From an optimization exercise on the open Yosys and OpenROAD flow, aimed at small area, a short achievable clock period and few clock cycles per item; shortcuts taken in it are not production practice.
Function was checked by simulation only, so behaviour that the tests miss may differ from the original.
Power is estimated from default activity; no workload was simulated.

==> job 8586 <==
## conv_top
module conv_top(clk, rst, start, image, filter, ready, result);
clock: 7.0 ns
lec_check: 0
cap_margin: 20
cell_pad_in_sites_global_placement: 1
core_margin: 2
core_utilization: 35
gpl_timing_driven: 1
place_density: 0.5
setup_slack_margin: 2.0
slew_margin: 20
synth_hierarchical: 1
standard.sh (not shown) runs the stock make flow with config.mk's settings and CLKGATE_MAP_FILE= SYNTH_SCRIPT=/design/flow/synth_recipe.tcl, a recipe that flattens the netlist after the stock synthesis.
==> flow/flow/run.sh <==
#!/bin/bash
# Own flow: the standard layout (standard.sh), except that the port
# buffers use sky130_fd_sc_hd__buf_2 instead of the resizer's default delay
# buffer. Every input and output port still gets its own buffer.
set -euo pipefail
export BUFFER_PORTS_ARGS="-buffer_cell sky130_fd_sc_hd__buf_2"
bash standard.sh > standard.log 2>&1
==> inputs of job 6563, as changes to job 8586 <==
Settings changed: GPL_TIMING_DRIVEN 1 to 0, SETUP_SLACK_MARGIN 2.0 to 2.5.
==> comparison <==
Against job 8586, the worst hold slack of job 6563 is worse by 210 ps.
Between job 8586 and job 6563, the lower first-iteration DRC count is in job 8586 (gap 5.8%, measured against job 6563).
Die area is the same in job 8586 and job 6563.
Between job 6563 and job 8586, the lower design area is in job 8586 (gap 14%, measured against job 8586).
In synthesized cell count, job 6563 and job 8586 do not differ.
In clock-buffer cell count, job 8586 and job 6563 do not differ.
Between job 8586 and job 6563, the lower setup slack is in job 8586 (gap 47 ps).
In job 8586 the combinational power is smaller than in job 6563, by 19%.
In sequential cell count, job 6563 and job 8586 do not differ.
Against job 6563, the sequential share of layout area of job 8586 is higher by 1.6 points.
Against job 8586, the critical path depth of job 6563 is higher by 5.
==> figures <==
| quantity | job 6563 | job 8586 |
|---|---|---|
| Post-CTS setup-driven buffer insertion count | 78 | 0 |
| Outcome | finished clean | finished clean |
| Count of nets after finishing | 3161 | 3064 |
| Worst slew margin relative to its limit | 0.143 | 0.219 |
| Vias/cell | 7.51 | 7.49 |
| #MultiIn Comb | 1883 | 1882 |
| Cell area after layout | 33000 um^2 | 28800 um^2 |
| Worst setup path endpoint | st_q[29] | st_q[115] |
| Measured slew at the worst slew-check pin | 1290 ps | 1170 ps |
| Slowest cell on crit path | a222oi_1 | fa_1 |
| Fraction of met2 tracks used by global routing | 0.602 | 0.589 |
| Total wirelength of the detailed-routed design | 158 mm | 150 mm |
| Number of resized instances in the post-cts repair step | 398 | 13 |
| Number of antenna violations at the first check in global routing | 10 | 11 |
| Startpoint of the worst setup timing path | filter[64] | filter[41] |
| Number of standard cells in the layout, taps in and fillers out | 3474 | 3377 |
| Pin count of the biggest net entering global routing | 33 | 121 |
| Met3 wire len | 25.5 mm | 22.5 mm |
| Number of design-rule violations left by the first detailed-router iteration | 8041 | 7578 |
| Power consumed by combinational cells | 11400 uW | 9270 uW |
| Crit path arrival time | 5420 ps | 5350 ps |
| Static leakage | 0.0116 uW | 0.0102 uW |
| Part of the total power dissipated in sequential elements | 0.111 | 0.134 |
Testbench counts of job 8586, summed over its fixed seeds: cycles 1,024, items 1,024.
Testbench counts of job 6563, summed over its fixed seeds: cycles 1,024, items 1,024.

========
==> fjord: inputs <==
Starting RTL as in the previous note.
Design conv_top, start of the top module:
module conv_top(clk, rst, start, image, filter, ready, result);
export LEC_CHECK = 0
export CAP_MARGIN = 20
export CELL_PAD_IN_SITES_GLOBAL_PLACEMENT = 1
export CORE_MARGIN = 2
export CORE_UTILIZATION = 35
export GPL_TIMING_DRIVEN = 0
export PLACE_DENSITY = 0.5
export SETUP_SLACK_MARGIN = 2.0
export SLEW_MARGIN = 20
export SYNTH_HIERARCHICAL = 1
create_clock -name core_clock -period 7.0 [get_ports {clk}]
run.sh (not shown) runs the stock make flow with config.mk's settings and CLKGATE_MAP_FILE= SYNTH_SCRIPT=/design/flow/synth_recipe.tcl, a recipe that flattens the netlist after the stock synthesis.
Stock flow here: none of the scripts above is used.
==> delta (differences from fjord) <==
==> flow/flow/run.sh (new file) <==
#!/bin/bash
# Own flow: the standard layout (standard.sh), except that the port
# buffers use sky130_fd_sc_hd__buf_2 instead of the resizer's default delay
# buffer. Every input and output port still gets its own buffer.
set -euo pipefail
export BUFFER_PORTS_ARGS="-buffer_cell sky130_fd_sc_hd__buf_2"
bash standard.sh > standard.log 2>&1
==> flow/standard.sh (new file) <==
#!/bin/bash
# synth_recipe.tcl (not shown) runs the flow's synth.tcl, then flattens the netlist and writes it again
# the make line also repeats each setting of config.mk as NAME=value (left out here)
make -C /OpenROAD-flow-scripts/flow DESIGN_CONFIG=/design/flow/config.mk WORK_HOME=/design/flow/orfs CLKGATE_MAP_FILE= SYNTH_SCRIPT=/design/flow/synth_recipe.tcl "${@:-finish}"
--- a/flow/config.mk
+++ b/flow/config.mk
@@ -9,8 +9,8 @@
 export CELL_PAD_IN_SITES_GLOBAL_PLACEMENT = 1
 export CORE_MARGIN = 2
 export CORE_UTILIZATION = 35
-export GPL_TIMING_DRIVEN = 0
+export GPL_TIMING_DRIVEN = 1
 export PLACE_DENSITY = 0.5
-export SETUP_SLACK_MARGIN = 2.0
+export SETUP_SLACK_MARGIN = 2.25
 export SLEW_MARGIN = 20
 export SYNTH_HIERARCHICAL = 1
removed: flow/run.sh
==> results_dict.tcl <==
set metrics [dict create \
    insertedDiodeCount 1 \
    met1_usage 0.516 \
    leakagePower_nw 10.4 \
    route.detailed.vias_per_inst 7.39 \
    status "no timing/DRC/antenna violations" \
    timing.hold.worst_endpoint "st_q[61]" \
    buffers 388 \
    avgRoutedWirePerCell_um 44.0 \
    crit_top_cell "fa_1" \
    worst_path_max_delay_cell "a222oi_1" \
    finalNetCount 3076 \
    power.sequential.fraction 0.128 \
    tightestPinTransition_ps 1240 \
]
Source of the figures above: delta

==> results_dict.tcl <==
set metrics [dict create \
    status "no timing/DRC/antenna violations" \
    timing.hold.worst_endpoint "st_q[62]" \
    fin_util 0.457 \
    met1_usage 0.510 \
    worst_path_max_delay_cell "nor2b_1" \
    top_register "st_q" \
    combinational_share_of_power 0.808 \
    crit_top_cell "xor2_1" \
    route.detailed.vias_per_inst 7.45 \
    postCtsHoldBufs 0 \
    insertedDiodeCount 3 \
    buffers 371 \
    power.sequential.fraction 0.119 \
    finalNetCount 3060 \
    detailedRoute.firstIterationViolations 7640 \
    portion_of_total_power_attributed_to_the_clock_network 0.073 \
    cell_internal_pwr_mw 6.77 \
    htree_levels 4 \
    avgRoutedWirePerCell_um 43.9 \
]
Source of the figures above: fjord

Testbench counts of fjord, summed over its fixed seeds: cycles 1,024, items 1,024.
Testbench counts of delta, summed over its fixed seeds: cycles 1,024, items 1,024.

## static timing again, ports no longer ideal
No port has a modelled driver above. Below, the same layouts with a new extraction and two added sets of constraints.
Step 1: set_driving_cell puts a clkbuf_16 on clk and a buf_2 on each other input, an assumption about the parent block.
Step 2 times the ports against the registers' clock, not the clock port: input delays grow and output delays shrink by t, the midpoint of the rising clock arrivals with the driver on.
Slacks: ideal ports / drivers / drivers and shift; pairs: ideal ports / drivers.
run	t (ns)	setup WS [ns]	worst register clock-pin slew, ns	worst data-port slew with drivers (ns)	cell pins on the clock port's net
job 8586	0.548	1.859 / 1.895 / 1.347	0.07 / 0.07	0.05	1
job 6563	0.556	1.906 / 1.800 / 1.244	0.07 / 0.07	0.29	1
fjord	0.556	1.834 / 1.865 / 1.308	0.07 / 0.07	0.08	1
delta	0.548	2.137 / 2.061 / 1.513	0.07 / 0.07	0.23	1
After both steps every run listed still meets setup and hold. For job 6563, which loses most, drivers alone change the setup slack by -0.106 ns; drivers and shift together by -0.662 ns.
